What follows belongs to an exercise in optimizing a design on an open flow for small area; a production flow would make more cautious choices.
RTL that was checked went through simulation tests only; none was proved equivalent to the original.
Function not checked in runs 3 and 4: the RTL went through the layout flow alone.

[flow/config.mk]
export PLATFORM = sky130hd
export DESIGN_NAME = t11_cpu
export DESIGN_NICKNAME = t11_cpu
export VERILOG_FILES = /design/flow/design.v
export SDC_FILE = /design/flow/constraint.sdc
export NUM_CORES = 4
export LEC_CHECK = 0
export ABC_AREA = 1
export CAP_MARGIN = 20
export CORE_MARGIN = 2
export CORE_UTILIZATION = 40
export SLEW_MARGIN = 20
[flow/constraint.sdc]
create_clock -name core_clock -period 11.0 [get_ports {clk}]
set_input_delay 2.2000 -clock core_clock [delete_from_list [all_inputs] [get_ports {clk}]]
set_output_delay 2.2000 -clock core_clock [all_outputs]
set_load 0.01 [all_outputs]
[flow/design.v]
module t11_cpu(
  input         clk,
  input         reset,
  output [15:0] addr,
  input  [15:0] din,
  output [15:0] dout,
  output        wr_n
);
localparam F0 = 5'd0;   
localparam F1 = 5'd1;   
localparam F2 = 5'd2;   
localparam J0 = 5'd3;   
localparam N2 = 5'd4;   
localparam B0 = 5'd5;   
localparam B1 = 5'd6;
localparam B2 = 5'd7;
localparam B3 = 5'd8;   
localparam B4 = 5'd9;
localparam B5 = 5'd10;  
localparam PS = 5'd11;  
localparam D1 = 5'd12;  
localparam PD = 5'd13;  
localparam S0 = 5'd16;
localparam T0 = 5'd20;
reg [127:0] RF;         
reg [15:0]  W1, IR, DI;
reg         Z;
reg [4:0]   st;
wire       i6 = IR[15];
wire [2:0] i5 = IR[14:12];
wire [2:0] i4 = IR[11:9];
wire [2:0] i3 = IR[8:6];
wire [2:0] i2 = IR[5:3];
wire [2:0] i1 = IR[2:0];
wire rt   = st[4];
wire dst  = st[2];
wire [1:0] step = st[1:0];
wire src  = rt & ~dst;
wire dstr = rt & dst;
wire [2:0] smode = i5 == 3'd0 ? i2 : i5 == 3'd1 ? i4 : {i5[1:0], 1'b0};
wire [2:0] mode  = dst ? i2 : smode;
wire m0   = mode == 3'd0;
wire m1   = mode == 3'd1;
wire m24  = mode == 3'd2 || mode == 3'd4;    
wire m35  = mode == 3'd3 || mode == 3'd5;    
wire mdec = mode[2];                          
wire m67  = mode[2] & mode[1];
wire s_addr_r  = (st == F0) | (rt & step == 2'd0 & ~m0 & ~m67);
wire s_addr_di = rt & step == 2'd1 & m35;
wire s_wr      = dstr & ((step == 2'd0 & (m1 | m24)) | (step == 2'd1 & m35));
wire s_w1_rd   = src & step == 2'd0 & m0;                        
wire s_w1_di   = src & ((step == 2'd1 & (m1 | m24)) | (step == 2'd2 & m35));
wire s_incdec  = rt & ((step == {~dst, dst} & m24) | (step == {1'b1, ~dst} & m35));
wire s_t0      = dstr & step == 2'd0 & m0;                       
wire last      = rt & (m0 | m67 & step == 2'd0 | s_incdec | (m1 & step == {1'b0, ~dst}));
wire use_pc = (st == F0) | (st == F2) | (st == B5);
wire [2:0] ridx = use_pc ? 3'd7 : (src & i5 == 3'd0) ? i1 : dst ? i1 : i3;
wire [15:0] rval = RF[ridx*16 +: 16];
wire sel_w1 = (st == D1) | s_t0;
wire sel_di = s_addr_di | s_w1_di;
wire [15:0] X = sel_w1 ? W1 : sel_di ? DI : rval;
wire w2 = ~i6 | (i1[2:1] == 2'b11);
wire sub = (s_incdec & mdec) | (st == D1) | (st == B5);
wire [4:0] K = (st == B5) ? {IR[3:0], 1'b0} :
               (st == F2 | s_incdec) ? {3'b000, w2, ~w2} :
               (st == D1) ? 5'd1 : 5'd0;
wire [15:0] Kx = {11'd0, K} ^ {16{sub}};
wire [15:0] ALU = X + Kx + {15'd0, sub};
assign addr = (s_addr_r | s_addr_di) ? X : 16'd0;
assign dout = W1;
assign wr_n = ~s_wr;
wire rf_we = ~reset & ((st == F2) | (st == B5) | s_incdec | s_t0);
wire [2:0] widx = use_pc ? 3'd7 : src ? i3 : i1;
reg [15:0] pc_rst;
always @(*)
  case (din[15:13])
    3'd0: pc_rst = 16'hc004;
    3'd1: pc_rst = 16'h8004;
    3'd2: pc_rst = 16'h4004;
    3'd3: pc_rst = 16'h2004;
    3'd4: pc_rst = 16'h1004;
    3'd5: pc_rst = 16'h0004;
    3'd6: pc_rst = 16'hf604;
    default: pc_rst = 16'hf404;
  endcase
integer r;
always @(posedge clk) begin
  for (r = 0; r < 8; r = r + 1) begin
    if (rf_we && widx == r) begin
      RF[r*16 +: 8] <= ALU[7:0];
      if (!i6) RF[r*16+8 +: 8] <= ALU[15:8];
    end
  end
  if (reset) RF[112 +: 16] <= pc_rst;
end
wire w1_we = ~reset & (s_w1_rd | s_w1_di | (st == D1));
always @(posedge clk) begin
  if (w1_we) W1[7:0] <= ALU[7:0];
  if (~reset & ~i6) begin
    if (w1_we) W1[15:8] <= ALU[15:8];
    else if (st == B1) W1[15:8] <= 8'h00;
    else if (st == B4) W1[15:8] <= 8'hff;
  end
end
always @(posedge clk) begin
  DI <= din;
  if (reset) IR <= 16'd0;
  else if (st == F1) IR <= {i6 ? IR[15:8] : DI[15:8], DI[7:0]};
end
always @(posedge clk) begin
  if (st == D1) Z <= ALU == 16'd0;
  else if (st == B3) Z <= IR[3:0] == 4'd0 && (~i6 || W1[14:8] == 7'd0);
end
reg [4:0] nst;
always @(*) begin
  case (st)
    F0: nst = F1;
    F1: nst = F2;
    F2: nst = i5 == 3'd0 ? (i4 == 3'd0 ? F0 : i4 == 3'd1 ? B0 : i4 == 3'd5 ? PS : J0) :
              i5 == 3'd1 ? PS :
              (i5 == 3'd4 || i5 == 3'd5 || i5 == 3'd6) ? S0 : J0;
    N2: nst = J0;
    B0: nst = Z ? N2 : B1;
    B1: nst = B2;
    B2: nst = B3;
    B3: nst = B4;
    B4: nst = B5;
    B5: nst = J0;
    PS: nst = S0;
    D1: nst = PD;
    PD: nst = T0;
    default:
      if (rt) begin
        if (m67 && step == 2'd0) nst = F0;
        else if (last) nst = dst ? (i5 == 3'd1 ? N2 : J0) :
                                   (i5 == 3'd1 ? PD : i5 == 3'd0 ? D1 : J0);
        else nst = st + 5'd1;
      end else nst = F0;    
  endcase
end
always @(posedge clk)
  if (reset) st <= J0;
  else st <= nst;
endmodule
[flow/run.sh]
#!/bin/bash
# synth_recipe.tcl (not shown) runs the flow's synth.tcl, then flattens the netlist and writes it again
# the make line also repeats each setting of config.mk as NAME=value (left out here)
make -C /OpenROAD-flow-scripts/flow DESIGN_CONFIG=/design/flow/config.mk WORK_HOME=/design/flow/orfs CLKGATE_MAP_FILE= SYNTH_SCRIPT=/design/flow/synth_recipe.tcl finish
==> out/results.txt, run 1 <==
Result of the run - timing/DRC/antenna clean
Worst Hold Class - register to register
Final setup vio count - 0
Yosys top cell area share - 47.3%
Vias per inst - 5.56
1st-iter DRT viols - 745
Syn Nets - 1037
Top cells by area in the synthesized netlist - edfxtp_1 (47%), nand2_1 (9.4%), dfxtp_1 (8.1%)
Least-Margin Pin Slew - 1.07 ns
Clock Skews - 0.0125 ns
Area growth syn-to-layout - 15.1%
CP required - 8.80 ns
Crit path buf inv count - 3
CP max stage cell - inv_2
Top Ports - 51
Final Instance Area - 10600 sq um
Final setup margin - 3.76 ns
Share of layout cells above drive strength 1 - 10.4%
FP Rows - 55
Hpwl dp - 18.2 mm
Root buffer cell - clkbuf_16
Final period util - 65.8%
HP Start - IR[5]$_SDFFE_PP0P_
Reg2reg end - Z$_DFFE_PP_
Postcts setup bufs - 0
Drt drc - 0
Min cycle time layout - 7.24 ns
CP Max Fanout - 68
Total Wirelength - 25.9 mm
Register area share after synthesis - 55.4%
Clk sinks - 182
Critical setup path kind - register to output pin
GRT Util Overall - 21.9%
Placer Congestion - 0.973
Die area - 24200 sq um
Die Height - 156 microns
Number of synthesized flops with an enable pin - 145
Core box area - 22600 sq um
Post-cts resize count - 0
Setup TNS - 0 ns
H-tree depth - 4
Crit path launch type - register
Synth cell types - 50
Critical path arrival - 5.04 ns
Crit-path cells - inv_2 -> nand2_2 -> nor2_2 -> nor2_8 -> nand3_4 -> inv_2 -> nand2_1 -> a32o_1 -> nand2_1 -> nand3_1 -> a211oi_1 -> clkdlybuf4s50_1
Cell family contributing the most delay on the critical path - buffers and inverters
Critical path endpoint category - output pin
Die W - 156 microns
Hold depth - 2
Clock Latency Late Sink - 0.44 ns
Slowest cell delay on critical path - 0.98 ns
Ys async rst share - 0%
RSZ-0062 raised after global routing - no
Synth top cells by count - nand2_1 (230), edfxtp_1 (145), nor2_1 (97), inv_1 (68), nand3_1 (68)
Fmax - 138 MHz
Yosys warning count - 1
Cell accounting for the most synthesized area - edfxtp_1
Max_cap viols - 0
Total CTS buffers - 17
Post-Syn Area - 9200 sq um
Worst hold slack - 0.490 ns
CTS tree - built
Pre-CTS setup slack - 4.28 ns
First-pass GRT wire length - 40.1 mm
DRT Pass-1 Iters - 5
FF-to-FF Start - st[2]$_SDFF_PP0_
Antenna Cells - 0
Initial Util - 40.6%
Register area - 5090 sq um
Grt total ovfl - 0
Final nets - 1078
Post-DR wirelength/cell - 19.3 microns
Placed cell areas - 9990 sq um
Top FF cell, synth - edfxtp_1
Via count - 7459
Cell with the most instances after synthesis - nand2_1
Area of the multi-input gates - 3640 sq um
Largest net degree at the start of global routing - 69
Fill cells - 2124
Crit path from - st[2]$_SDFF_PP0_
Initial antenna violation count - 0
Yosys reg bits - 182
Syn Inst Count - 1003
Synth Area per Inst - 9.17 sq um
R2R cell count - 30
CTS Hold Bufs - 0
# port buffers - 50
Max-slew violation count - 0
Vias in the first global route - 7124
Antenna Nets Post-Route - 0
Worst-path clk slew - 0.07 ns
Final Hold Viols - 0
Worst Hold End - IR[5]$_SDFFE_PP0P_
Slew HR - 28.1%
CTS max path bufs - 2
## flip-flops by register name, summed over array words and instances (netlist names)
name / count
IR: 16
Z: 1
DI: 16
W1: 16
st: 5
RF: 128
## per-stage QoR
stage / util [%] / cells
floorplan: - / 1003
global placement: 44.1 / 1310
detailed placement: 44.1 / 1310
CTS: 46.8 / 1342
global route: 46.8 / 1342
finish: 46.8 / 1342
## worst max path at each step
| stage | end | slack, ns | cells after the start |
|---|---|---|---|
| 2_1_floorplan | addr[11] | 6.27 | 14 |
| 3_3_place_gp | addr[6] | 4.36 | 12 |
| 3_5_place_dp | Z$_DFFE_PP_ | 4.28 | 30 |
| 4_1_cts | addr[6] | 3.82 | 12 |
| 5_1_grt | addr[15] | 3.29 | 15 |
| 6_report | addr[6] | 3.76 | 12 |
## routing by layer
metal | part of all wire [%] | up-vias | wire, microns | global-route usage (%)
met5 | 0 | - | 0 | 0
met4 | 2.7 | 0 | 696 | 8.30
met3 | 6.5 | 57 | 1670 | 4.03
met2 | 48 | 271 | 12400 | 36.5
met1 | 43 | 3553 | 11100 | 28.4
li1 | - | 3578 | - | -
## logic make-up (layout without fill, tap and decap cells)
| group | Yosys count | after routing | synth area share [%] |
|---|---|---|---|
| buffers and inverters | 122 | 176 | 5.36 |
| and+or+nand+nor | 483 | 483 | 24.0 |
| xor gates and xnor gates | 7 | 7 | 0.666 |
| DFF | 182 | 182 | 55.4 |
| adders and majority gates | 16 | 16 | 2.26 |
| AOI/OAI and AO/OA | 193 | 193 | 12.4 |
## final cells by class
cell class	count	area share, %
clock inverter	14	1.58
sequential	182	48.1
clock buffer	18	4.05
tap	285	3.37
multi-input combinational	699	34.4
timing repair buffer	60	5.44
inverter	84	3.02
## worst min-delay path: cells and delay by family, from the launching register on
family | cells | cell delay [ns]
buffers and inverters | 1 | 0.08
flip-flops | 1 | 0.30
AO/OA/AOI/OAI | 1 | 0.06
## cells in the final DEF, fill, tap and decap left out, drive strengths merged, types with 18 or more instances in the layout
cell type / netlist / layout
a21oi: 62 / 62
clkbuf: 25 / 18
clkdlybuf4s50: 0 / 50
dfxtp: 37 / 37
edfxtp: 145 / 145
inv: 84 / 90
nand2: 252 / 252
nand3: 75 / 75
nor2: 107 / 107
o21ai: 74 / 74
==> run 2, diff against run 1 <==
--- a/flow/config.mk
+++ b/flow/config.mk
@@ -7,3 +7,2 @@
 export LEC_CHECK = 0
-export ABC_AREA = 1
 export CAP_MARGIN = 20
==> out/results.txt, run 2 <==
Antenna Cells - 0 (unchanged)
# port buffers - 50 (unchanged)
Yosys reg bits - 182 (unchanged)
Ys async rst share - 0% (unchanged)
Register area - 5090 sq um (unchanged)
Postcts setup bufs - 0 (unchanged)
Synth cell types - 75 (was 50)
Top FF cell, synth - edfxtp_1 (unchanged)
Number of synthesized flops with an enable pin - 145 (unchanged)
Final setup vio count - 0 (unchanged)
Crit path from - st[2]$_SDFF_PP0_ (unchanged)
Final nets - 945 (was 1078)
Syn Nets - 911 (was 1037)
Result of the run - timing/DRC/antenna clean (unchanged)
Synth Area per Inst - 10.3 sq um (was 9.17 sq um)
RSZ-0062 raised after global routing - no (unchanged)
Critical setup path kind - register to output pin (unchanged)
Initial antenna violation count - 0 (unchanged)
Share of layout cells above drive strength 1 - 8.01% (was 10.4%)
Yosys warning count - 1 (unchanged)
GRT Util Overall - 22.6% (was 21.9%)
Min cycle time layout - 7.33 ns (was 7.24 ns)
Area of the multi-input gates - 3620 sq um (was 3640 sq um)
Synth top cells by count - nand2_1 (170), edfxtp_1 (145), nor2_1 (60), a21oi_1 (45) (was nand2_1 (230), edfxtp_1 (145), nor2_1 (97), inv_1 (68), nand3_1 (68))
Clk sinks - 182 (unchanged)
Met2 wire len - 11.9 mm (was 12.4 mm)
FF-to-FF Start - st[2]$_SDFF_PP0_ (unchanged)
Reg with most FFs - RF (unchanged)
Reg2reg end - Z$_DFFE_PP_ (unchanged)
CTS max path bufs - 2 (unchanged)
Max-slew violation count - 0 (unchanged)
Critical path arrival - 5.13 ns (was 5.04 ns)
CTS tree - built (unchanged)
Grt total ovfl - 0 (unchanged)
R2R cell count - 21 (was 30)
Max_cap viols - 0 (unchanged)
DRT Pass-1 Iters - 6 (was 5)
H-tree depth - 4 (unchanged)
Max FFs per register - 128 (unchanged)
1st-iter DRT viols - 594 (was 745)
Die area - 23900 sq um (was 24200 sq um)
Syn Inst Count - 877 (was 1003)
Clock Skews - 0.0185 ns (was 0.0125 ns)
Setup TNS - 0 ns (unchanged)
First-pass GRT wire length - 40.4 mm (was 40.1 mm)
Fill cells - 2150 (was 2124)
CP Max Fanout - 28 (was 68)
Wl on met1 - 11.4 mm (was 11.1 mm)
CP required - 8.80 ns (about the same)
Final period util - 66.6% (was 65.8%)
Core box area - 22400 sq um (was 22600 sq um)
Drt drc - 0 (unchanged)
Total Wirelength - 26.1 mm (was 25.9 mm)
Top Ports - 51 (unchanged)
Post-Syn Area - 9070 sq um (was 9200 sq um)
Cell accounting for the most synthesized area - edfxtp_1 (unchanged)
Hpwl dp - 18.2 mm (about the same)
Final Hold Viols - 0 (unchanged)
Root buffer cell - clkbuf_16 (unchanged)
Clock Latency Late Sink - 0.44 ns (about the same)
Worst Hold Class - register to register (unchanged)
CTS Hold Bufs - 0 (unchanged)
Cell with the most instances after synthesis - nand2_1 (unchanged)
Worst-path clk slew - 0.08 ns (was 0.07 ns)
Vias in the first global route - 6804 (was 7124)
Fmax - 137 MHz (was 138 MHz)
Critical path endpoint - addr[0] (was addr[6])
Placer Congestion - 0.922 (was 0.973)
Most common cell after layout, fill and taps aside - nand2_1 (unchanged)
Crit path launch type - register (unchanged)
Total CTS buffers - 17 (unchanged)
Largest net degree at the start of global routing - 53 (was 69)
Top cells by area in the synthesized netlist - edfxtp_1 (48%), dfxtp_1 (8.2%), nand2_1 (7.0%) (was edfxtp_1 (47%), nand2_1 (9.4%), dfxtp_1 (8.1%))
Via count - 7023 (was 7459)
Critical path endpoint category - output pin (unchanged)
Least-Margin Pin Slew - 1.13 ns (was 1.07 ns)
DR WL met3 - 1.71 mm (was 1.67 mm)
Slew HR - 24.6% (was 28.1%)
Commonest non-fill, non-tap cells in the layout - nand2_1 (170), edfxtp_1 (145), nor2_1 (60) (was nand2_1 (230), edfxtp_1 (145), nor2_1 (97))
Register area share after synthesis - 56.2% (was 55.4%)
Post-cts resize count - 0 (unchanged)
Top sig layer - met4 (unchanged)
Post-DR wirelength/cell - 21.6 microns (was 19.3 microns)
Initial Util - 40.4% (was 40.6%)
FP Rows - 55 (unchanged)
Die Height - 155 microns (was 156 microns)
Yosys top cell area share - 48.0% (was 47.3%)
Die W - 155 microns (was 156 microns)
Area growth syn-to-layout - 15.1% (about the same)
Vias per inst - 5.81 (was 5.56)
Antenna Nets Post-Route - 0 (unchanged)
## run 2: cell count changes after synthesis, sizes merged, moves of 15 or more
cell   delta
o21ai    -34
a21oi    -15
nand2    -82
mux2i    +28
and3     +18
nand3    -34
nor2     -47
inv      -41
## run 2: area by class of cell
| type | count | share of cell area, % |
|---|---|---|
| sequential | 182 | 48.8 |
| inverter | 43 | 1.55 |
| clock inverter | 15 | 1.82 |
| tap | 285 | 3.41 |
| clock buffer | 17 | 4.07 |
| multi-input combinational | 605 | 34.7 |
| timing repair buffer | 62 | 5.65 |
## run 2: cells by family (layout without fill, tap and decap cells)
kind of cell / Yosys count / in the layout / share of synthesized area [%]
AND/OR/NAND/NOR: 354 / 354 / 18.1
AO/OA/AOI/OAI: 184 / 184 / 14.0
flip-flops: 182 / 182 / 56.2
buffers and inverters: 90 / 137 / 4.12
multiplexers: 30 / 30 / 3.34
XOR/XNOR: 21 / 21 / 2.03
adder cells (fa/ha/maj): 16 / 16 / 2.29
## run 2: how the worst min path moves through the flow
| stage | cells after the start | to | slack (ns) | from |
|---|---|---|---|---|
| after CTS | 2 | IR[4]$_SDFFE_PP0P_ | 0.47 | IR[4]$_SDFFE_PP0P_ |
| final | 2 | IR[4]$_SDFFE_PP0P_ | 0.47 | IR[4]$_SDFFE_PP0P_ |
| after global routing | 2 | IR[9]$_SDFFE_PP0P_ | 0.50 | DI[9]$_DFF_P_ |
| after floorplan | 2 | IR[0]$_SDFFE_PP0P_ | 0.43 | DI[0]$_DFF_P_ |
| after detailed placement | 2 | IR[4]$_SDFFE_PP0P_ | 0.45 | IR[4]$_SDFFE_PP0P_ |
| after global placement | 2 | IR[4]$_SDFFE_PP0P_ | 0.45 | IR[4]$_SDFFE_PP0P_ |
## run 2: critical path: stages, from the launching register on
cell and delay (ns):
dfxtp_1 0.98, inv_1 0.42, a221oi_1 0.62, o21ai_2 0.30, o21a_1 0.28, o21a_2 0.40
or4_4 0.59, and3_1 0.21, nor2_1 0.26, clkdlybuf4s50_1 0.60
## run 2: metal layers
layer	global-route usage, %	vias up
li1	-	3264
met3	4.48	50
met1	30.9	3416
met4	10.4	0
met5	0	-
met2	34.8	293
## run 2: stage by stage
step,cells,instance area (sq um),hold slack [ns],setup WS (ns),utilization (%)
floorplan,877,9070,0.432,5.45,-
global placement,1177,9830,0.450,4.28,43.8
detailed placement,1177,9830,0.455,4.20,43.8
CTS,1209,10400,0.467,3.72,46.6
global route,1209,10400,0.501,3.42,46.6
finish,1209,10400,0.467,3.67,46.6
==> run 3, diff against run 2 <==
--- a/flow/design.v
+++ b/flow/design.v
@@ -57,18 +57,6 @@
 wire [2:0] ridx = use_pc ? 3'd7 : (src & i5 == 3'd0) ? i1 : dst ? i1 : i3;
-wire [15:0] rval = RF[ridx*16 +: 16];
 wire sel_w1 = (st == D1) | s_t0;
 wire sel_di = s_addr_di | s_w1_di;
-wire [15:0] X = sel_w1 ? W1 : sel_di ? DI : rval;
-wire w2 = ~i6 | (i1[2:1] == 2'b11);
-wire sub = (s_incdec & mdec) | (st == D1) | (st == B5);
-wire [4:0] K = (st == B5) ? {IR[3:0], 1'b0} :
-               (st == F2 | s_incdec) ? {3'b000, w2, ~w2} :
-               (st == D1) ? 5'd1 : 5'd0;
-wire [15:0] Kx = {11'd0, K} ^ {16{sub}};
-wire [15:0] ALU = X + Kx + {15'd0, sub};
-assign addr = (s_addr_r | s_addr_di) ? X : 16'd0;
-assign dout = W1;
-assign wr_n = ~s_wr;
-wire rf_we = ~reset & ((st == F2) | (st == B5) | s_incdec | s_t0);
-wire [2:0] widx = use_pc ? 3'd7 : src ? i3 : i1;
+wire sel_rf = use_pc | s_addr_r | s_w1_rd | s_incdec;
+wire sel_ps = reset & (st == J0);
 reg [15:0] pc_rst;
@@ -85,2 +73,30 @@
   endcase
+reg [15:0] X;
+integer k;
+always @(*) begin
+  X = ({16{sel_w1}} & W1) | ({16{sel_di}} & DI) | ({16{sel_ps}} & pc_rst);
+  for (k = 0; k < 8; k = k + 1)
+    X = X | ({16{sel_rf && ridx == k}} & RF[k*16 +: 16]);
+end
+wire w2 = ~i6 | (i1[2:1] == 2'b11);
+wire sub = (s_incdec & mdec) | (st == D1) | (st == B5) | (st == B4);
+wire [4:0] K = (st == B5) ? {IR[3:0], 1'b0} :
+               (st == F2 | s_incdec) ? {3'b000, w2, ~w2} :
+               (st == D1 | st == B4) ? 5'd1 : 5'd0;
+wire [15:0] Kx = {11'd0, K} ^ {16{sub}};
+reg [15:0] ALU;
+reg c;
+integer b;
+always @(*) begin
+  c = sub;
+  for (b = 0; b < 16; b = b + 1) begin
+    ALU[b] = X[b] ^ Kx[b] ^ c;
+    c = (X[b] & Kx[b]) | (c & (X[b] ^ Kx[b]));
+  end
+end
+assign addr = (s_addr_r | s_addr_di) ? X : 16'd0;
+assign dout = W1;
+assign wr_n = ~s_wr;
+wire rf_we = ~reset & ((st == F2) | (st == B5) | s_incdec | s_t0);
+wire [2:0] widx = use_pc ? 3'd7 : src ? i3 : i1;
 integer r;
@@ -88,17 +104,12 @@
   for (r = 0; r < 8; r = r + 1) begin
-    if (rf_we && widx == r) begin
+    if ((rf_we && widx == r) || (reset && r == 7)) begin
       RF[r*16 +: 8] <= ALU[7:0];
-      if (!i6) RF[r*16+8 +: 8] <= ALU[15:8];
+      if (!i6 || reset) RF[r*16+8 +: 8] <= ALU[15:8];
     end
   end
-  if (reset) RF[112 +: 16] <= pc_rst;
 end
-wire w1_we = ~reset & (s_w1_rd | s_w1_di | (st == D1));
+wire w1_we = ~reset & (s_w1_rd | s_w1_di | (st == D1) | (st == B1) | (st == B4));
 always @(posedge clk) begin
   if (w1_we) W1[7:0] <= ALU[7:0];
-  if (~reset & ~i6) begin
-    if (w1_we) W1[15:8] <= ALU[15:8];
-    else if (st == B1) W1[15:8] <= 8'h00;
-    else if (st == B4) W1[15:8] <= 8'hff;
-  end
+  if (w1_we & ~i6) W1[15:8] <= ALU[15:8];
 end
@@ -106,4 +117,6 @@
   DI <= din;
-  if (reset) IR <= 16'd0;
-  else if (st == F1) IR <= {i6 ? IR[15:8] : DI[15:8], DI[7:0]};
+  if (st == F1) IR[7:0] <= DI[7:0];
+  if (st == F1 && !i6) IR[14:8] <= DI[14:8];
+  if (reset) IR[15] <= 1'b0;
+  else if (st == F1 && !i6) IR[15] <= DI[15];
 end
==> out/results.txt, run 3 <==
CTS max path bufs - 2 (unchanged)
Placer Congestion - 0.887 (was 0.922)
Crit path launch type - register (unchanged)
Met2 Track Usage GR - 33.7% (was 34.8%)
Core box area - 20000 sq um (was 22400 sq um)
Syn Nets - 636 (was 911)
CTS Hold Bufs - 0 (unchanged)
GR Util met3 - 4.19% (was 4.48%)
Max-slew violation count - 0 (unchanged)
Post-DR wirelength/cell - 23.8 microns (was 21.6 microns)
Top cells by area in the synthesized netlist - edfxtp_1 (59%), dfxtp_1 (5.4%), a222oi_1 (4.2%) (was edfxtp_1 (48%), dfxtp_1 (8.2%), nand2_1 (7.0%))
Final nets - 697 (was 945)
Die area - 21400 sq um (was 23900 sq um)
Root buffer cell - clkbuf_16 (unchanged)
Yosys reg bits - 182 (unchanged)
Synth Area per Inst - 13.5 sq um (was 10.3 sq um)
Reg with most FFs - RF (unchanged)
# port buffers - 50 (unchanged)
Number of synthesized flops with an enable pin - 160 (was 145)
Fin util - 47.9% (was 46.6%)
Synth cell types - 72 (was 75)
Grt total ovfl - 0 (unchanged)
FF-to-FF Start - IR[12]$_DFFE_PP_ (was st[2]$_SDFF_PP0_)
1st-iter DRT viols - 808 (was 594)
Register area share after synthesis - 64.8% (was 56.2%)
Fin cells - 943 (was 1209)
Cell family contributing the most delay on the critical path - adder cells (was compound AO/OA/AOI/OAI gates)
GRT Util Overall - 21.3% (was 22.6%)
Area of the multi-input gates - 2640 sq um (was 3620 sq um)
Worst-path clk slew - 0.07 ns (was 0.08 ns)
First-pass GRT wire length - 34.1 mm (was 40.4 mm)
Final setup margin - 1.03 ns (was 3.67 ns)
Crit path buf inv count - 4 (was 2)
Die Height - 146 microns (was 155 microns)
Antenna Nets Post-Route - 0 (unchanged)
Post-Syn Area - 8090 sq um (was 9070 sq um)
Yosys top cell area share - 59.4% (was 48.0%)
Initial Util - 40.4% (about the same)
Min cycle time layout - 9.97 ns (was 7.33 ns)
Worst Hold Class - register to register (unchanged)
Drt drc - 0 (unchanged)
Placed cell areas - 8980 sq um (was 9830 sq um)
Total CTS buffers - 17 (unchanged)
FP Rows - 52 (was 55)
Cell with the most instances after synthesis - edfxtp_1 (was nand2_1)
Grt peak-use layer - met2 (unchanged)
Top FF cell, synth - edfxtp_1 (unchanged)
Most common cell on crit path - fa_1
Synth top cells by count - edfxtp_1 (160), nand2_1 (57), a222oi_1 (34), nor2_1 (30), dfxtp_1 (22) (was nand2_1 (170), edfxtp_1 (145), nor2_1 (60), a21oi_1 (45))
H-tree depth - 4 (unchanged)
Post-cts resize count - 0 (unchanged)
Share of layout cells above drive strength 1 - 11.0% (was 8.01%)
Slowest cell delay on critical path - 0.65 ns (was 0.98 ns)
Clk sinks - 182 (unchanged)
DRT Pass-1 Iters - 6 (unchanged)
Largest net degree at the start of global routing - 35 (was 53)
Least-Margin Pin Slew - 1.17 ns (was 1.13 ns)
Final setup vio count - 0 (unchanged)
Placed cells - 911 (was 1177)
Final period util - 90.6% (was 66.6%)
Clock Skews - 0.0151 ns (was 0.0185 ns)
Area growth syn-to-layout - 18.5% (was 15.1%)
Vias in the first global route - 5642 (was 6804)
Most common cell after layout, fill and taps aside - edfxtp_1 (was nand2_1)
Worst hold slack - 0.448 ns (was 0.467 ns)
Max_cap viols - 0 (unchanged)
Fmax - 100 MHz (was 137 MHz)
Top Ports - 51 (unchanged)
Cell accounting for the most synthesized area - edfxtp_1 (unchanged)
Total Wirelength - 22.5 mm (was 26.1 mm)
Final Instance Area - 9590 sq um (was 10400 sq um)
GR Layer Usage met1 - 29.1% (was 30.9%)
Commonest non-fill, non-tap cells in the layout - edfxtp_1 (160), nand2_1 (57), clkdlybuf4s50_1 (50) (was nand2_1 (170), edfxtp_1 (145), nor2_1 (60))
CP max stage cell - o2111ai_2 (was dfxtp_1)
Crit path from - IR[12]$_DFFE_PP_ (was st[2]$_SDFF_PP0_)
Max FFs per register - 128 (unchanged)
Setup TNS - 0 ns (unchanged)
Result of the run - timing/DRC/antenna clean (unchanged)
Clock Latency Late Sink - 0.44 ns (about the same)
Via count - 5697 (was 7023)
Critical setup path kind - register to register (was register to output pin)
CTS tree - built (unchanged)
Critical path endpoint category - register (was output pin)
RSZ-0062 raised after global routing - no (unchanged)
Ys async rst share - 0% (unchanged)
Slew HR - 21.0% (was 24.6%)
CP required - 11.17 ns (was 8.80 ns)
Vias per inst - 6.04 (was 5.81)
Yosys warning count - 1 (unchanged)
CP Max Fanout - 14 (was 28)
Hpwl dp - 15.2 mm (was 18.2 mm)
Critical path arrival - 10.14 ns (was 5.13 ns)
HP Start - DI[10]$_DFF_P_ (was IR[4]$_SDFFE_PP0P_)
Antenna Cells - 0 (unchanged)
Syn Inst Count - 599 (was 877)
Register area - 5250 sq um (was 5090 sq um)
Final Hold Viols - 0 (unchanged)
Die W - 146 microns (was 155 microns)
Postcts setup bufs - 0 (unchanged)
Pre-CTS setup slack - 0.931 ns (was 4.20 ns)
Fill cells - 1807 (was 2150)
Initial antenna violation count - 0 (unchanged)
[run 3: cell types whose count changed after synthesis, moves of 15 or more]
cell      delta
nand2_1    -113
a222oi_1    +34
nor2_1      -30
nand3_1     -27
a21oi_1     -26
inv_1       -20
mux2i_1     -19
o21ai_0     -17
dfxtp_1     -15
edfxtp_1    +15
[run 3: cells by family after synthesis]
logic type	synth area share (%)
simple gates	11.6
flops	64.8
fa+ha+maj	4.24
buf+inv	2.72
mux	1.39
xor+xnor	0.866
compound gates	14.4
[run 3: area by class of cell]
| type | instances | share of cell area, % |
|---|---|---|
| clock buffer | 17 | 4.44 |
| clock inverter | 15 | 1.96 |
| inverter | 21 | 0.822 |
| multi-input combinational | 364 | 27.5 |
| sequential | 182 | 54.7 |
| tap | 270 | 3.52 |
| timing repair buffer | 74 | 7.10 |
[run 3: path summary, 6_finish.rpt]
path,to,depth (start not counted)
worst max-delay path,Z$_DFFE_PP_,29
worst min-delay path,IR[10]$_DFFE_PP_,0
worst max register to register,Z$_DFFE_PP_,29
worst min register to register,IR[10]$_DFFE_PP_,0
[run 3: worst reg2reg max path: cells and delay by family (launching register included)]
family / cells / cell delay, ns
fa+ha+maj: 14 / 5.14
compound gates: 5 / 1.70
mux: 1 / 0.24
buf+inv: 4 / 0.40
simple gates: 3 / 0.95
flops: 1 / 0.54
xor+xnor: 2 / 0.73
[run 3: per-layer routing]
metal / wire, microns / vias to the layer above / part of all wire (%)
li1: - / 2500 / -
met1: 9390 / 2850 / 42
met2: 10700 / 311 / 48
met3: 1840 / 36 / 8.2
met4: 559 / 0 / 2.5
met5: 0 / - / 0
==> run 4, diff against run 3 <==
==> flow/flow/run.sh (new file) <==
#!/bin/bash
cp standard.sh standard_sh_copy.log
export BUFFER_PORTS_ARGS="-buffer_cell sky130_fd_sc_hd__buf_1"
export CTS_ARGS="-sink_clustering_enable -repair_clock_nets -dont_use_dummy_load -buf_list sky130_fd_sc_hd__clkbuf_8"
bash standard.sh > standard_sh.log 2>&1
==> flow/standard.sh (new file) <==
#!/bin/bash
# synth_recipe.tcl (not shown) runs the flow's synth.tcl, then flattens the netlist and writes it again
# the make line also repeats each setting of config.mk as NAME=value (left out here)
make -C /OpenROAD-flow-scripts/flow DESIGN_CONFIG=/design/flow/config.mk WORK_HOME=/design/flow/orfs CLKGATE_MAP_FILE= SYNTH_SCRIPT=/design/flow/synth_recipe.tcl "${@:-finish}"
removed: flow/run.sh
==> out/results.txt, run 4 <==
Result of the run - timing/DRC/antenna clean (unchanged)
Critical path endpoint category - register (unchanged)
R2R cell count - 28 (was 29)
Total CTS buffers - 17 (unchanged)
CP Max Fanout - 14 (unchanged)
Post-Syn Area - 8090 sq um (unchanged)
Final setup vio count - 0 (unchanged)
Postcts setup bufs - 0 (unchanged)
Reg2reg end - Z$_DFFE_PP_ (unchanged)
Clock Latency Late Sink - 0.46 ns (was 0.44 ns)
Clk sinks - 182 (unchanged)
Yosys top cell area share - 59.4% (unchanged)
DRT Pass-1 Iters - 6 (unchanged)
1st-iter DRT viols - 798 (was 808)
Fin util - 44.4% (was 47.9%)
Critical setup path kind - register to register (unchanged)
H-tree depth - 4 (unchanged)
Fill cells - 1882 (was 1807)
Top FF cell, synth - edfxtp_1 (unchanged)
Setup TNS - 0 ns (unchanged)
Top Ports - 51 (unchanged)
Vias in the first global route - 5497 (was 5642)
Worst Hold Class - register to register (unchanged)
Antenna Cells - 0 (unchanged)
Syn Nets - 636 (unchanged)
Final period util - 90.3% (was 90.6%)
CP required - 11.17 ns (about the same)
FP Rows - 52 (unchanged)
Critical path endpoint - Z$_DFFE_PP_ (unchanged)
Min cycle time layout - 9.93 ns (was 9.97 ns)
Hpwl dp - 15.8 mm (was 15.2 mm)
First-pass GRT wire length - 33.9 mm (was 34.1 mm)
Register area share after synthesis - 64.8% (unchanged)
Cell accounting for the most synthesized area - edfxtp_1 (unchanged)
Yosys reg bits - 182 (unchanged)
Synth top cells by count - edfxtp_1 (160), nand2_1 (57), a222oi_1 (34), nor2_1 (30), dfxtp_1 (22) (unchanged)
Max_cap viols - 0 (unchanged)
Area growth syn-to-layout - 9.89% (was 18.5%)
Placed cell areas - 8650 sq um (was 8980 sq um)
Register area - 5250 sq um (unchanged)
Clock Skews - 0.0355 ns (was 0.0151 ns)
Die area - 21400 sq um (unchanged)
Most common cell on crit path - fa_1 (unchanged)
Share of layout cells above drive strength 1 - 8.83% (was 11.0%)
Least-Margin Pin Slew - 0.999 ns (was 1.17 ns)
Area of the multi-input gates - 2640 sq um (about the same)
FF-to-FF Start - IR[12]$_DFFE_PP_ (unchanged)
Root buffer cell - clkbuf_8 (was clkbuf_16)
Grt total ovfl - 0 (unchanged)
Fin cells - 927 (was 943)
Commonest non-fill, non-tap cells in the layout - edfxtp_1 (160), nand2_1 (57), buf_1 (50) (was edfxtp_1 (160), nand2_1 (57), clkdlybuf4s50_1 (50))
Die W - 146 microns (unchanged)
Number of synthesized flops with an enable pin - 160 (unchanged)
Synth Area per Inst - 13.5 sq um (unchanged)
Final nets - 696 (was 697)
Crit path from - IR[12]$_DFFE_PP_ (unchanged)
Fmax - 101 MHz (was 100 MHz)
Drt drc - 0 (unchanged)
Vias per inst - 6.01 (was 6.04)
Max FFs per register - 128 (unchanged)
CTS tree - built (unchanged)
Via count - 5573 (was 5697)
Syn Inst Count - 599 (unchanged)
CP max stage cell - or4b_1 (was o2111ai_2)
Reg with most FFs - RF (unchanged)
Top cells by area in the synthesized netlist - edfxtp_1 (59%), dfxtp_1 (5.4%), a222oi_1 (4.2%) (unchanged)
Largest net degree at the start of global routing - 34 (was 35)
Placed cells - 910 (was 911)
CTS Hold Bufs - 0 (unchanged)
Ys async rst share - 0% (unchanged)
Post-DR wirelength/cell - 24.4 microns (was 23.8 microns)
RSZ-0062 raised after global routing - no (unchanged)
Max-slew violation count - 0 (unchanged)
Worst-path clk slew - 0.08 ns (was 0.07 ns)
Core box area - 20000 sq um (unchanged)
Crit path launch type - register (unchanged)
Antenna Nets Post-Route - 0 (unchanged)
CTS max path bufs - 2 (unchanged)
Slowest cell delay on critical path - 0.60 ns (was 0.65 ns)
GRT Util Overall - 21.4% (was 21.3%)
Initial Util - 40.4% (unchanged)
Total Wirelength - 22.6 mm (was 22.5 mm)
Final Hold Viols - 0 (unchanged)
Placer Congestion - 0.952 (was 0.887)
Cell with the most instances after synthesis - edfxtp_1 (unchanged)
Die Height - 146 microns (unchanged)
Initial antenna violation count - 0 (unchanged)
Critical path arrival - 10.10 ns (was 10.14 ns)
Most common cell after layout, fill and taps aside - edfxtp_1 (unchanged)
Slew HR - 33.1% (was 21.0%)
# port buffers - 50 (unchanged)
Final Instance Area - 8890 sq um (was 9590 sq um)
Yosys warning count - 1 (unchanged)
Post-cts resize count - 0 (unchanged)
Synth cell types - 72 (unchanged)
run 4: changes by cell type in the layout (fill, tap and decap cells not counted), moves of 4 or more:
cell,previous run,this run
clkdlybuf4s50_1,50,0
buf_1,0,50
clkbuf_16,17,0
inv_6,4,0
clkinv_8,8,0
clkbuf_8,0,17
run 4: how the worst min path moves through the flow:
stage,startpoint,endpoint,cells past startpoint
floorplan,DI[11]$_DFF_P_,IR[11]$_DFFE_PP_,0
global placement,DI[9]$_DFF_P_,IR[9]$_DFFE_PP_,0
detailed placement,DI[9]$_DFF_P_,IR[9]$_DFFE_PP_,0
CTS,DI[9]$_DFF_P_,IR[9]$_DFFE_PP_,0
global route,DI[9]$_DFF_P_,IR[9]$_DFFE_PP_,0
finish,DI[9]$_DFF_P_,IR[9]$_DFFE_PP_,0
run 4: layer usage:
layer	vias to the layer above	global-route usage [%]	part of all wire (%)
li1	2478	-	-
met1	2790	29.4	43
met2	269	34.7	48
met3	36	3.66	7.4
met4	0	7.23	2.1
met5	-	0	0
run 4: through the flow:
stage                     worst slack (ns)  hold WS (ns)
final                                 1.07         0.451
after global routing                 0.542         0.472
after CTS                             1.07         0.454
after floorplan                       2.06         0.407
after global placement                1.35         0.432
after detailed placement              1.12         0.431
run 4: area by class of cell:
| class | instances | area share, % |
|---|---|---|
| sequential | 182 | 59.0 |
| multi-input combinational | 364 | 29.7 |
| timing repair buffer | 73 | 4.05 |
| tap | 270 | 3.80 |
| clock buffer | 17 | 2.63 |
| inverter | 21 | 0.886 |
run 4: cell families after synthesis:
| family | share of synthesized area, % |
|---|---|
| DFF | 64.8 |
| xor gates and xnor gates | 0.866 |
| buffers and inverters | 2.72 |
| and+or+nand+nor | 11.6 |
| AOI/OAI and AO/OA | 14.4 |
| muxes | 1.39 |
| adders and majority gates | 4.24 |
run 4: critical path: cells and delay by family, from the launching register on:
family | cells | cell delay, ns
fa+ha+maj | 14 | 5.09
compound gates | 5 | 1.66
simple gates | 3 | 1.19
xor+xnor | 2 | 0.72
flops | 1 | 0.54
mux | 1 | 0.22
buf+inv | 3 | 0.20
==> run 5, diff against run 4 <==
--- a/flow/design.v
+++ b/flow/design.v
@@ -56,3 +56,3 @@
 wire use_pc = (st == F0) | (st == F2) | (st == B5);
-wire [2:0] ridx = use_pc ? 3'd7 : (src & i5 == 3'd0) ? i1 : dst ? i1 : i3;
+wire [2:0] ridx = ~rt ? 3'd7 : (dst | i5 == 3'd0) ? i1 : i3;
 wire sel_w1 = (st == D1) | s_t0;
@@ -123,3 +123,3 @@
 always @(posedge clk) begin
-  if (st == D1) Z <= ALU == 16'd0;
+  if (st == D1) Z <= W1 == 16'd1;    
   else if (st == B3) Z <= IR[3:0] == 4'd0 && (~i6 || W1[14:8] == 7'd0);
==> flow/flow/run.sh (replaced) <==
#!/bin/bash
cp standard.sh standard_sh_copy.log
export BUFFER_PORTS_ARGS="-buffer_cell sky130_fd_sc_hd__buf_1"
export CTS_ARGS="-sink_clustering_enable -repair_clock_nets -dont_use_dummy_load -buf_list sky130_fd_sc_hd__clkbuf_8 -sink_clustering_size 30 -sink_clustering_max_diameter 150"
bash standard.sh > standard_sh.log 2>&1
==> out/results.txt, run 5 <==
Top cells by area in the synthesized netlist - edfxtp_1 (59%), dfxtp_1 (5.4%), fa_1 (3.5%) (was edfxtp_1 (59%), dfxtp_1 (5.4%), a222oi_1 (4.2%))
CTS Hold Bufs - 0 (unchanged)
Fmax - 96.5 MHz (was 101 MHz)
Setup TNS - 0 ns (unchanged)
Top FF cell, synth - edfxtp_1 (unchanged)
Synth cell types - 69 (was 72)
Vias in the first global route - 5383 (was 5497)
Commonest non-fill, non-tap cells in the layout - edfxtp_1 (160), buf_1 (50), nand2_1 (48) (was edfxtp_1 (160), nand2_1 (57), buf_1 (50))
Via count - 5584 (was 5573)
Clk sinks - 182 (unchanged)
Clock Skews - 0.0370 ns (was 0.0355 ns)
Yosys reg bits - 182 (unchanged)
Post-cts resize count - 0 (unchanged)
Cell accounting for the most synthesized area - edfxtp_1 (unchanged)
Area fraction in compound gates after synthesis - 15.5% (was 14.4%)
Min cycle time layout - 10.37 ns (was 9.93 ns)
Initial Util - 40.5% (was 40.4%)
RSZ-0062 raised after global routing - no (unchanged)
Worst hold slack - 0.432 ns (was 0.451 ns)
Syn Nets - 655 (was 636)
Mux contribution to synthesized area - 0.772% (was 1.39%)
Final setup margin - 0.632 ns (was 1.07 ns)
Clock Latency Late Sink - 0.45 ns (was 0.46 ns)
Simple-gate share of the synthesized area - 11.5% (was 11.6%)
Die W - 146 microns (about the same)
First-pass GRT wire length - 32.3 mm (was 33.9 mm)
Ys async rst share - 0% (unchanged)
Placed cells - 914 (was 910)
Final nets - 702 (was 696)
CTS tree - built (unchanged)
Critical path arrival - 10.51 ns (was 10.10 ns)
Vias per inst - 5.99 (was 6.01)
Most common cell after layout, fill and taps aside - edfxtp_1 (unchanged)
Crit path launch type - register (unchanged)
# port buffers - 50 (unchanged)
Antenna Cells - 0 (unchanged)
Initial antenna violation count - 0 (unchanged)
Total Wirelength - 21.5 mm (was 22.6 mm)
Largest family of logic cells by synthesized area - compound AO/OA/AOI/OAI gates (unchanged)
Critical path endpoint category - register (unchanged)
Die Height - 146 microns (about the same)
Critical setup path kind - register to register (unchanged)
CP required - 11.14 ns (was 11.17 ns)
Synth Area in XOR/XNOR - 0.756% (was 0.866%)
GRT Util Overall - 20.2% (was 21.4%)
H-tree depth - 4 (unchanged)
FP Rows - 52 (unchanged)
Adder-cell share of the synthesized area - 4.38% (was 4.24%)
Hpwl dp - 15.3 mm (was 15.8 mm)
Grt total ovfl - 0 (unchanged)
Post-DR wirelength/cell - 23.0 microns (was 24.4 microns)
Largest net degree at the start of global routing - 20 (was 34)
Post-Syn Area - 8110 sq um (was 8090 sq um)
Pre-CTS setup slack - 0.748 ns (was 1.12 ns)
Total CTS buffers - 17 (unchanged)
1st-iter DRT viols - 641 (was 798)
Final setup vio count - 0 (unchanged)
Share of layout cells above drive strength 1 - 6.34% (was 8.83%)
Cell with the most instances after synthesis - edfxtp_1 (unchanged)
Reg with most FFs - RF (unchanged)
Least-Margin Pin Slew - 1.01 ns (was 0.999 ns)
Register area share after synthesis - 64.7% (was 64.8%)
Synth top cells by count - edfxtp_1 (160), nand2_1 (48), nor2_1 (37), a21oi_1 (29), a22oi_1 (26) (was edfxtp_1 (160), nand2_1 (57), a222oi_1 (34), nor2_1 (30), dfxtp_1 (22))
Final period util - 94.3% (was 90.3%)
Final Hold Viols - 0 (unchanged)
CP Max Fanout - 14 (unchanged)
Synth Area per Inst - 13.1 sq um (was 13.5 sq um)
Slew HR - 32.7% (was 33.1%)
Yosys warning count - 1 (unchanged)
CTS max path bufs - 2 (unchanged)
Fin cells - 932 (was 927)
Worst Hold Class - register to register (unchanged)
Number of synthesized flops with an enable pin - 160 (unchanged)
Die area - 21400 sq um (about the same)
Max FFs per register - 128 (unchanged)
Top Ports - 51 (unchanged)
Max_cap viols - 0 (unchanged)
Worst-path clk slew - 0.09 ns (was 0.08 ns)
Core box area - 20000 sq um (unchanged)
Max-slew violation count - 0 (unchanged)
Placer Congestion - 0.933 (was 0.952)
Postcts setup bufs - 0 (unchanged)
Drt drc - 0 (unchanged)
Area growth syn-to-layout - 8.63% (was 9.89%)
Syn Inst Count - 617 (was 599)
Root buffer cell - clkbuf_8 (unchanged)
Yosys top cell area share - 59.3% (was 59.4%)
Result of the run - timing/DRC/antenna clean (unchanged)
DRT Pass-1 Iters - 6 (unchanged)
Antenna Nets Post-Route - 0 (unchanged)
[run 5: stage by stage]
stage	utilization (%)	instance area [sq um]
after detailed placement	42.7	8560
after floorplan	-	8110
after CTS	43.9	8790
final	43.9	8810
after global routing	43.9	8810
after global placement	42.7	8560
[run 5: cell type report]
class                           count  area (sq um)
Timing Repair Buffer               62           278
Fill cell                        1859         11200
Inverter                           12          45.0
Tap cell                          270           338
Multi-Input combinational cell    389          2670
Sequential cell                   182          5250
Clock buffer                       17           234
[run 5: worst paths after layout]
| check | slack [ns] | end | cells past startpoint | startpoint |
|---|---|---|---|---|
| setup reg to reg | 0.63 | W1[15]$_DFFE_PP_ | 23 | IR[14]$_DFFE_PP_ |
| hold / removal | 0.43 | IR[12]$_DFFE_PP_ | 0 | DI[12]$_DFF_P_ |
| setup / recovery | 0.63 | W1[15]$_DFFE_PP_ | 23 | IR[14]$_DFFE_PP_ |
| hold reg to reg | 0.43 | IR[12]$_DFFE_PP_ | 0 | DI[12]$_DFF_P_ |
[run 5: critical path, cell delays in order (launching register included)]
cell and delay, ns:
edfxtp_1 0.53, nor3_2 0.50, nor4_1 0.12, o21a_1 0.43
a222oi_1 0.41, nor2_1 0.07, a2111oi_0 0.58, o21ai_1 0.23
fa_1 0.45, fa_1 0.46, fa_1 0.46, fa_1 0.46
fa_1 0.46, fa_1 0.46, fa_1 0.50, fa_1 0.48
fa_1 0.46, fa_1 0.46, fa_1 0.47, fa_1 0.46
fa_1 0.46, fa_1 0.44, xnor2_1 0.15, xnor2_1 0.54
[run 5: kinds of logic (layout without fill, tap and decap cells)]
family | count (synthesis) | count (layout)
adder cells (fa/ha/maj) | 20 | 20
buffers and inverters | 46 | 91
XOR/XNOR | 7 | 7
multiplexers | 6 | 6
AND/OR/NAND/NOR | 183 | 183
AO/OA/AOI/OAI | 173 | 173
flip-flops | 182 | 182
[run 5: per-layer routing]
metal  GRT usage [%]  vias up  part of all wire (%)
li1                -     2490                     -
met1            25.1     2778                    40
met2            33.8      262                    50
met3            5.13       54                   7.0
met4            8.30        0                   3.5
met5               0        -                     0
==> run 6, diff against run 5 <==
==> flow/flow/run.sh (replaced) <==
#!/bin/bash
cp standard.sh standard_sh_copy.log
export BUFFER_PORTS_ARGS="-buffer_cell sky130_fd_sc_hd__buf_1"
export CTS_ARGS="-sink_clustering_enable -repair_clock_nets -dont_use_dummy_load -buf_list sky130_fd_sc_hd__clkbuf_16 -sink_clustering_size 50 -sink_clustering_max_diameter 200"
bash standard.sh > standard_sh.log 2>&1
==> out/results.txt, run 6 <==
Number of synthesized flops with an enable pin - 160 (unchanged)
Yosys warning count - 1 (unchanged)
Max-slew violation count - 0 (unchanged)
H-tree depth - 4 (unchanged)
Top Ports - 51 (unchanged)
Final setup vio count - 0 (unchanged)
Clk sinks - 182 (unchanged)
DRT Pass-1 Iters - 7 (was 6)
CP Max Fanout - 14 (unchanged)
RSZ-0062 raised after global routing - no (unchanged)
Fmax - 96.6 MHz (was 96.5 MHz)
Synth Area per Inst - 13.1 sq um (unchanged)
1st-iter DRT viols - 595 (was 641)
Final Instance Area - 9000 sq um (was 8810 sq um)
Crit path launch type - register (unchanged)
Post-Syn Area - 8110 sq um (unchanged)
Share of layout cells above drive strength 1 - 6.34% (unchanged)
Critical path endpoint category - register (unchanged)
Postcts setup bufs - 0 (unchanged)
Final nets - 702 (unchanged)
Die area - 21400 sq um (unchanged)
Antenna Cells - 0 (unchanged)
Synth cell types - 69 (unchanged)
Drt drc - 0 (unchanged)
Yosys top cell area share - 59.3% (unchanged)
Syn Nets - 655 (unchanged)
CP required - 11.12 ns (was 11.14 ns)
CTS max path bufs - 2 (unchanged)
Die W - 146 microns (unchanged)
Placer Congestion - 0.933 (unchanged)
Most common cell after layout, fill and taps aside - edfxtp_1 (unchanged)
Yosys reg bits - 182 (unchanged)
Max FFs per register - 128 (unchanged)
Final Hold Viols - 0 (unchanged)
Via count - 5639 (was 5584)
Initial Util - 40.5% (unchanged)
Vias per inst - 6.05 (was 5.99)
Clock Latency Late Sink - 0.42 ns (was 0.45 ns)
Top FF cell, synth - edfxtp_1 (unchanged)
Worst Hold Class - register to register (unchanged)
Syn Inst Count - 617 (unchanged)
Slew HR - 31.7% (was 32.7%)
Die Height - 146 microns (unchanged)
Register area share after synthesis - 64.7% (unchanged)
Area growth syn-to-layout - 11.0% (was 8.63%)
Post-DR wirelength/cell - 23.2 microns (was 23.0 microns)
Critical path arrival - 10.47 ns (was 10.51 ns)
Worst-path clk slew - 0.06 ns (was 0.09 ns)
Min cycle time layout - 10.35 ns (was 10.37 ns)
GRT Util Overall - 20.3% (was 20.2%)
Vias in the first global route - 5395 (was 5383)
Cell with the most instances after synthesis - edfxtp_1 (unchanged)
Critical setup path kind - register to register (unchanged)
Core box area - 20000 sq um (unchanged)
Total CTS buffers - 17 (unchanged)
Grt total ovfl - 0 (unchanged)
Placed cell areas - 8560 sq um (unchanged)
# port buffers - 50 (unchanged)
Clock Skews - 0.0223 ns (was 0.0370 ns)
Synth top cells by count - edfxtp_1 (160), nand2_1 (48), nor2_1 (37), a21oi_1 (29), a22oi_1 (26) (unchanged)
Cell accounting for the most synthesized area - edfxtp_1 (unchanged)
Fin util - 44.9% (was 43.9%)
Setup TNS - 0 ns (unchanged)
Least-Margin Pin Slew - 1.02 ns (was 1.01 ns)
Antenna Nets Post-Route - 0 (unchanged)
Root buffer cell - clkbuf_16 (was clkbuf_8)
Largest net degree at the start of global routing - 20 (unchanged)
Hpwl dp - 15.3 mm (unchanged)
Commonest non-fill, non-tap cells in the layout - edfxtp_1 (160), buf_1 (50), nand2_1 (48) (unchanged)
Result of the run - timing/DRC/antenna clean (unchanged)
Total Wirelength - 21.6 mm (was 21.5 mm)
Final period util - 94.1% (was 94.3%)
Top cells by area in the synthesized netlist - edfxtp_1 (59%), dfxtp_1 (5.4%), fa_1 (3.5%) (unchanged)
FP Rows - 52 (unchanged)
Ys async rst share - 0% (unchanged)
First-pass GRT wire length - 32.5 mm (was 32.3 mm)
CTS Hold Bufs - 0 (unchanged)
Reg with most FFs - RF (unchanged)
CTS tree - built (unchanged)
Max_cap viols - 0 (unchanged)
Initial antenna violation count - 0 (unchanged)
Post-cts resize count - 0 (unchanged)
[run 6: cell counts after synthesis]
No cell type changed its count.
[run 6: area by class of cell]
type,instances,area [sq um]
Multi-Input combinational cell,389,2670
Sequential cell,182,5250
Inverter,12,45.0
Tap cell,270,338
Timing Repair Buffer,62,278
Fill cell,1844,11000
Clock buffer,17,425
[run 6: path summary, 6_finish.rpt]
| path | start | depth (start not counted) | endpoint | slack, ns |
|---|---|---|---|---|
| worst max-delay path | IR[14]$_DFFE_PP_ | 23 | W1[15]$_DFFE_PP_ | 0.65 |
| worst min-delay path | DI[3]$_DFF_P_ | 0 | IR[3]$_DFFE_PP_ | 0.44 |
| worst max register to register | IR[14]$_DFFE_PP_ | 23 | W1[15]$_DFFE_PP_ | 0.65 |
| worst min register to register | DI[3]$_DFF_P_ | 0 | IR[3]$_DFFE_PP_ | 0.44 |
[run 6: cell families (layout without fill, tap and decap cells)]
family,after synthesis,after routing,share of synthesized area [%]
XOR/XNOR,7,7,0.756
multiplexers,6,6,0.772
adder cells (fa/ha/maj),20,20,4.38
AO/OA/AOI/OAI,173,173,15.5
flip-flops,182,182,64.7
AND/OR/NAND/NOR,183,183,11.5
buffers and inverters,46,91,2.47
[run 6: critical path, stage by stage, from the launching register on]
cell and delay, ns:
edfxtp_1 0.52, nor3_2 0.48, nor4_1 0.12, o21a_1 0.43
a222oi_1 0.42, nor2_1 0.07, a2111oi_0 0.57, o21ai_1 0.23
fa_1 0.45, fa_1 0.46, fa_1 0.46, fa_1 0.46
fa_1 0.46, fa_1 0.46, fa_1 0.51, fa_1 0.48
fa_1 0.46, fa_1 0.46, fa_1 0.48, fa_1 0.46
fa_1 0.46, fa_1 0.46, xnor2_1 0.16, xnor2_1 0.52
[run 6: per-stage QoR]
stage          cells  hold WS, ns  setup WS, ns
2_1_floorplan    617        0.408          1.40
3_3_place_gp     914        0.444         0.936
3_5_place_dp     914        0.428         0.748
4_1_cts          931        0.439         0.632
5_1_grt          932        0.452        0.0417
6_report         932        0.439         0.653
[run 6: routing by layer]
| metal | up-vias | GRT usage, % | part of all wire, % |
|---|---|---|---|
| met5 | - | 0 | 0 |
| met2 | 297 | 33.8 | 50 |
| met4 | 0 | 9.37 | 3.6 |
| li1 | 2491 | - | - |
| met3 | 46 | 4.91 | 7.8 |
| met1 | 2805 | 25.0 | 39 |
==> run 7, diff against run 6 <==
==> flow/flow/run.sh (replaced) <==
#!/bin/bash
cp standard.sh standard_sh_copy.log
export BUFFER_PORTS_ARGS="-buffer_cell sky130_fd_sc_hd__buf_1"
export CTS_ARGS="-sink_clustering_enable -repair_clock_nets -dont_use_dummy_load -buf_list sky130_fd_sc_hd__clkbuf_16 -wire_unit 80"
bash standard.sh > standard_sh.log 2>&1
==> out/results.txt, run 7 <==
Top FF cell, synth - edfxtp_1 (unchanged)
Crit path buf inv count - 0 (unchanged)
Clk sinks - 182 (unchanged)
Slew HR - 32.2% (was 31.7%)
Most common cell on crit path - fa_1 (unchanged)
Final Hold Viols - 0 (unchanged)
CP Max Fanout - 14 (unchanged)
Vias in the first global route - 5565 (was 5395)
Initial antenna violation count - 0 (unchanged)
Syn Inst Count - 617 (unchanged)
Crit-path cells - nor3_2 -> nor4_1 -> o21a_1 -> a222oi_1 -> nor2_1 -> a2111oi_0 -> o21ai_1 -> fa_1 -> fa_1 -> fa_1 -> fa_1 -> fa_1 -> fa_1 -> fa_1 -> fa_1 -> fa_1 -> fa_1 -> fa_1 -> fa_1 -> fa_1 -> fa_1 -> xnor2_1 -> xnor2_1 (unchanged)
Fin cells - 944 (was 932)
Final period util - 95.5% (was 94.1%)
Total Wirelength - 22.0 mm (was 21.6 mm)
Post-Syn Area - 8110 sq um (unchanged)
Syn Nets - 655 (unchanged)
Initial Util - 40.5% (unchanged)
Synth Area per Inst - 13.1 sq um (unchanged)
# port buffers - 50 (unchanged)
Antenna Cells - 0 (unchanged)
Grt total ovfl - 0 (unchanged)
Yosys warning count - 1 (unchanged)
Worst-path clk slew - 0.06 ns (about the same)
Top cells by area in the synthesized netlist - edfxtp_1 (59%), dfxtp_1 (5.4%), fa_1 (3.5%) (unchanged)
RSZ-0062 raised after global routing - no (unchanged)
Reg with most FFs - RF (unchanged)
Setup TNS - 0 ns (unchanged)
CP required - 11.23 ns (was 11.12 ns)
FP Rows - 52 (unchanged)
First-pass GRT wire length - 33.0 mm (was 32.5 mm)
Max_cap viols - 0 (unchanged)
FF-to-FF Start - IR[14]$_DFFE_PP_ (unchanged)
CTS tree - built (unchanged)
Yosys top cell area share - 59.3% (unchanged)
Placed cells - 914 (unchanged)
1st-iter DRT viols - 710 (was 595)
Ys async rst share - 0% (unchanged)
CP max stage cell - a2111oi_0 (unchanged)
Via count - 5746 (was 5639)
R2R cell count - 23 (unchanged)
Fmax - 95.2 MHz (was 96.6 MHz)
Cell with the most instances after synthesis - edfxtp_1 (unchanged)
Die W - 146 microns (unchanged)
Core box area - 20000 sq um (unchanged)
Slowest cell delay on critical path - 0.59 ns (was 0.57 ns)
Register area share after synthesis - 64.7% (unchanged)
Critical path endpoint category - register (unchanged)
CTS max path bufs - 4 (was 2)
Die Height - 146 microns (unchanged)
H-tree depth - 4 (unchanged)
Least-Margin Pin Slew - 1.01 ns (was 1.02 ns)
HP Start - DI[9]$_DFF_P_ (was DI[3]$_DFF_P_)
Critical path arrival - 10.74 ns (was 10.47 ns)
Crit path launch type - register (unchanged)
Max-slew violation count - 0 (unchanged)
Postcts setup bufs - 0 (unchanged)
Most common cell after layout, fill and taps aside - edfxtp_1 (unchanged)
Hold depth - 0 (unchanged)
Share of layout cells above drive strength 1 - 8.01% (was 6.34%)
Hpwl dp - 15.3 mm (unchanged)
Clock Latency Late Sink - 0.55 ns (was 0.42 ns)
Post-cts resize count - 0 (unchanged)
Number of synthesized flops with an enable pin - 160 (unchanged)
Worst Hold Class - register to register (unchanged)
GRT Util Overall - 20.5% (was 20.3%)
Post-DR wirelength/cell - 23.3 microns (was 23.2 microns)
Die area - 21400 sq um (unchanged)
Root buffer cell - clkbuf_16 (unchanged)
Result of the run - timing/DRC/antenna clean (unchanged)
Cell family contributing the most delay on the critical path - adder cells (unchanged)
Yosys reg bits - 182 (unchanged)
Top Ports - 51 (unchanged)
Synth top cells by count - edfxtp_1 (160), nand2_1 (48), nor2_1 (37), a21oi_1 (29), a22oi_1 (26) (unchanged)
DRT Pass-1 Iters - 7 (unchanged)
Critical setup path kind - register to register (unchanged)
Antenna Nets Post-Route - 0 (unchanged)
Total CTS buffers - 29 (was 17)
Cell accounting for the most synthesized area - edfxtp_1 (unchanged)
Commonest non-fill, non-tap cells in the layout - edfxtp_1 (160), buf_1 (50), nand2_1 (48) (unchanged)
Drt drc - 0 (unchanged)
Area growth syn-to-layout - 14.7% (was 11.0%)
Fin util - 46.4% (was 44.9%)
Final nets - 714 (was 702)
CTS Hold Bufs - 0 (unchanged)
Vias per inst - 6.09 (was 6.05)
Clock Skews - 0.0306 ns (was 0.0223 ns)
Worst Hold End - IR[9]$_DFFE_PP_ (was IR[3]$_DFFE_PP_)
Placer Congestion - 0.933 (unchanged)
Final setup vio count - 0 (unchanged)
Largest net degree at the start of global routing - 20 (unchanged)
Synth cell types - 69 (unchanged)
Min cycle time layout - 10.50 ns (was 10.35 ns)
Worst hold slack - 0.426 ns (was 0.439 ns)
Max FFs per register - 128 (unchanged)
Reg2reg end - RF[95]$_DFFE_PP_ (was W1[15]$_DFFE_PP_)
run 7: logic make-up after synthesis:
| group | after synthesis | synth area share [%] |
|---|---|---|
| compound gates | 173 | 15.5 |
| xor+xnor | 7 | 0.756 |
| fa+ha+maj | 20 | 4.38 |
| buf+inv | 46 | 2.47 |
| flops | 182 | 64.7 |
| mux | 6 | 0.772 |
| simple gates | 183 | 11.5 |
run 7: how the worst max path moves through the flow:
stage | startpoint | to | slack (ns) | cells after the start
global placement | IR[14]$_DFFE_PP_ | RF[47]$_DFFE_PP_ | 0.94 | 23
detailed placement | IR[14]$_DFFE_PP_ | RF[31]$_DFFE_PP_ | 0.75 | 23
global route | IR[14]$_DFFE_PP_ | RF[95]$_DFFE_PP_ | 0.02 | 23
CTS | IR[14]$_DFFE_PP_ | W1[15]$_DFFE_PP_ | 0.57 | 23
finish | IR[14]$_DFFE_PP_ | RF[95]$_DFFE_PP_ | 0.50 | 23
floorplan | reset | RF[111]$_DFFE_PP_ | 1.40 | 20
run 7: through the flow:
stage	setup WS (ns)	area [sq um]
after floorplan	1.40	8110
after global placement	0.936	8560
after detailed placement	0.748	8560
after CTS	0.574	9290
after global routing	0.0195	9300
final	0.498	9300
run 7: metal layers:
layer	track usage, %	vias up	routed length (microns)
met1	25.3	2886	8740
li1	-	2524	-
met4	8.59	0	715
met3	5.72	56	1640
met5	0	-	0
met2	34.2	280	10900
run 7: final cells by class:
class / instances / area [sq um]
clock buffers: 29 / 726
fillers: 1812 / 10700
inverters: 12 / 45.0
multi-input cells: 389 / 2670
flip-flops and latches: 182 / 5250
well taps: 270 / 338
repair buffers: 62 / 278

==> static timing again, ports no longer ideal <==
No port has a modelled driver above. Below, the same layouts with a new extraction and two added sets of constraints. Step 1 sets driving cells, clkbuf_16 on the clock port and buf_2 on the other inputs (assumed; they add their load-dependent delay and slew). Step 2 times the ports against the registers' clock, not the clock port: input delays grow and output delays shrink by t, the midpoint of the rising clock arrivals with the driver on. Three values: ideal, step 1, step 2; two values: the first two.
| run | shift t [ns] | setup slack, ns | worst setup path at the end |
|---|---|---|---|
| run 1 | 0.476 | 3.765 / 3.719 / 4.131 | register to register |
| run 2 | 0.482 | 3.675 / 3.627 / 4.110 | register to output |
| run 3 | 0.478 | 1.030 / 1.030 / 0.894 | input to register |
| run 4 | 0.487 | 1.068 / 1.068 / 1.068 | register to register |
| run 5 | 0.481 | 0.632 / 0.632 / 0.632 | register to register |
| run 6 | 0.462 | 0.653 / 0.653 / 0.653 | register to register |
| run 7 | 0.583 | 0.498 / 0.498 / 0.498 | register to register |
After both steps every run listed still meets setup and hold. For run 3, which loses most, drivers alone change the setup slack by 0.000 ns; drivers and shift together by -0.136 ns.
